Context: an optimization exercise on an open-source flow, tuned for small area and a short achievable clock period. The choices shown serve that exercise and are no tape-out recipe. In this exercise RTL edits were held to simulation tests only and were not proved equivalent to the original.

the reference run:
Design processorPipe, start of the top module:
module processorPipe(
    input clk,
    input rst,
    input [15:0] instr_in,
    output [15:0] pc_out,
    output [15:0] alu_res,
    output memWrite,
    output regWrite,
    output [15:0] rf_WD,
    output [15:0] alu_b,
    output [15:0] read_rs,
    output [15:0] data_out,
    output [15:0] data_in
);
clock: 5.5 ns
lec_check: 0
cap_margin: 20
core_margin: 2
core_utilization: 50
cts_cluster_diameter: 60
cts_cluster_size: 30
place_density: 0.6
setup_slack_margin: 3.2
slew_margin: 20
run.sh (not shown) runs the stock make flow with config.mk's settings and CLKGATE_MAP_FILE= SYNTH_SCRIPT=/design/flow/synth_recipe.tcl, a recipe that flattens the netlist after the stock synthesis.
The inputs of the trial run differ from those of the reference run as listed below.
--- a/flow/design.v
+++ b/flow/design.v
@@ -120,79 +120,103 @@
             3'b001: alu_out = lor;
             3'b010: alu_out = sum;
             3'b011: alu_out = ex_p;
             3'b100: alu_out = ~lor;
             3'b110: alu_out = sum;
             3'b111: alu_out = {15'd0, slt};
             default: alu_out = 16'd0;
         endcase
     end
+    reg hz_arith, hz_x;
+    always @(*) begin
+        hz_arith = (ex_p[6] == cy[6]);
+        for (i = 7; i < 16; i = i + 1)
+            hz_arith = hz_arith & (ex_p[i] == ex_t[i - 1]);
+        case (ex_ctrl)
+            3'b000: hz_x = ~|ex_g[15:6];
+            3'b001: hz_x = ~|ex_t[15:6];
+            3'b011: hz_x = ~|ex_p[15:6];
+            3'b100: hz_x = &ex_t[15:6];
+            3'b010, 3'b110: hz_x = hz_arith;
+            default: hz_x = 1'b1;
+        endcase
+    end
+    wire wr_ok_x = ex_mem_write & hz_arith & (sum[5:0] >= 6'd5) & (sum[5:0] <= 6'd62);
     reg [31:0] sel_o_x, sel_e_x;
     always @(*) begin
         for (k = 0; k < 32; k = k + 1)
             sel_o_x[k] = (alu_out[5:1] == k[4:0]);
         sel_e_x = alu_out[0] ? {sel_o_x[30:0], 1'b0} : sel_o_x;
     end
     reg [15:0] m_res, m_s;
     reg        m_mem_write, m_reg_write, m_mem_to_reg;
     reg [2:0]  m_wreg;
     reg [31:0] sel_o, sel_e;
     reg        m_a0n;    
-    always @(posedge clk) begin
+    reg        m_hz;     
+    reg        m_wr_ok;  
+    always @(posedge clk) begin
+        m_hz <= hz_x;
+        m_wr_ok <= wr_ok_x;
         m_res <= alu_out;
         sel_o <= sel_o_x;
         sel_e <= sel_e_x;
         m_a0n <= ~alu_out[0];
         m_s <= ex_s;
         m_mem_write <= ex_mem_write;
         m_reg_write <= ex_reg_write;
         m_mem_to_reg <= ex_mem_to_reg;
         m_wreg <= ex_wreg;
     end
     assign alu_res = m_res;
     assign memWrite = m_mem_write;
     assign data_in = m_s;
     reg [8*32-1:0] mem_e;    
     reg [8*32-1:0] mem_o;    
     wire [5:0] a = m_res[5:0];
     wire a0 = ~m_a0n;
-    wire hi_zero = (m_res[15:6] == 10'd0);
-    wire rd_ok = hi_zero & (a != 6'd63);
-    wire wr_ok = m_mem_write & hi_zero & (a >= 6'd5) & (a <= 6'd62);
+    wire rd_ok = m_hz & (a != 6'd63);
+    wire wr_ok = m_wr_ok;
     reg [7:0] rd_e, rd_o;
     integer j;
     always @(*) begin
         rd_e = (8'h12 & {8{sel_e[0]}}) | (8'h22 & {8{sel_e[1]}}) | (8'h01 & {8{sel_e[2]}});
         rd_o = (8'h02 & {8{sel_o[0]}}) | (8'h20 & {8{sel_o[1]}});
         for (j = 3; j < 32; j = j + 1)
             rd_e = rd_e | (mem_e[8*j +: 8] & {8{sel_e[j]}});
         for (j = 2; j < 32; j = j + 1)
             rd_o = rd_o | (mem_o[8*j +: 8] & {8{sel_o[j]}});
     end
-    wire [7:0] rd_lo = a0 ? rd_o : rd_e;
-    wire [7:0] rd_hi = a0 ? rd_e : rd_o;
-    wire [15:0] mem_rd = {rd_hi, rd_lo} & {16{rd_ok}};
+    wire s_o_lo = rd_ok & a0;      
+    wire s_e_lo = rd_ok & ~a0;     
+    wire [15:0] mem_rd = {({8{s_e_lo}} & rd_o) | ({8{s_o_lo}} & rd_e),
+                          ({8{s_o_lo}} & rd_o) | ({8{s_e_lo}} & rd_e)};
+    wire w_o_lo = m_mem_to_reg & s_o_lo;
+    wire w_e_lo = m_mem_to_reg & s_e_lo;
+    wire [15:0] wd_m = {16{~m_mem_to_reg}} & m_res;
+    wire [15:0] wd_x = {({8{w_e_lo}} & rd_o) | ({8{w_o_lo}} & rd_e) | wd_m[15:8],
+                        ({8{w_o_lo}} & rd_o) | ({8{w_e_lo}} & rd_e) | wd_m[7:0]};
     wire [7:0] wd_e = a0 ? m_s[15:8] : m_s[7:0];
     wire [7:0] wd_o = a0 ? m_s[7:0] : m_s[15:8];
     always @(posedge clk) begin
         for (j = 3; j < 32; j = j + 1)
             if (wr_ok & sel_e[j])
                 mem_e[8*j +: 8] <= wd_e;
         for (j = 2; j < 32; j = j + 1)
             if (wr_ok & sel_o[j])
                 mem_o[8*j +: 8] <= wd_o;
     end
     reg [15:0] w_data, w_wd;
     reg        w_reg_write;
     reg [2:0]  w_wreg;
     always @(posedge clk) begin
         w_data <= mem_rd;
-        w_wd <= m_mem_to_reg ? mem_rd : m_res;
+        w_wd <= wd_x;
         w_reg_write <= m_reg_write;
         w_wreg <= m_wreg;
     end
     assign data_out = w_data;
     assign rf_WD = w_wd;
     assign regWrite = w_reg_write;
     always @(posedge clk) begin
         for (i = 1; i < 8; i = i + 1)
             if (w_reg_write & (w_wreg == i[2:0]))
Findings:
- In the trial run, the fraction of the core area covered by cells at the end of the flow came out 1.3 points below the value in the reference run.
- When the final numbers for the trial run and the reference run were put side by side, the netlist area before placement turned out to be greater in the trial run.
- Diff the reference run -> the trial run: global-route wire length before repair down 5.1%; minimum clock period down 0.030 ns; share of post-route cells with drive strength above 1 down 4.6 points; detailed placer's ending HPWL down 5.1%.
- Cmp the trial run vs the reference run: fraction of met1 tracks used by global routing lower in the trial run
- Final area on the trial run is ahead of the reference run.
- Side by side, count of clock-buffer cells in the layout turned out higher in the trial run than in the reference run.
- Of the trial run and the reference run, the lower post-route clock period utilization belongs to the trial run.
- [compare] base=the reference run new=the trial run: routed wirelength normalized by instance count fell about 7%, max-slew violation total from the final report level, actual slew at the worst max-slew pin went up.

static timing again, ports no longer ideal:
How much do the figures lean on ideal ports? The routed layouts below were timed once more, with nothing changed but the port constraints.
Step 1, drivers: a clkbuf_16 drives clk and a buf_2 each remaining input, both assumed.
Step 2 moves the port delays by t, midway between the first and last clock arrival at a register: inputs arrive t later, outputs are due t later. That takes back most of the time a late clock gives input paths.
Slacks: ideal / step 1 / step 2; pairs: ideal / step 1.
| run | t, ns | slack for setup (ns) | worst data-port slew with drivers (ns) |
|---|---|---|---|
| the reference run | 0.697 | 3.132 / 3.132 / 3.132 | 0.04 |
| the trial run | 0.686 | 3.162 / 3.128 / 3.162 | 0.04 |
After both steps setup and hold are still met in every run listed.
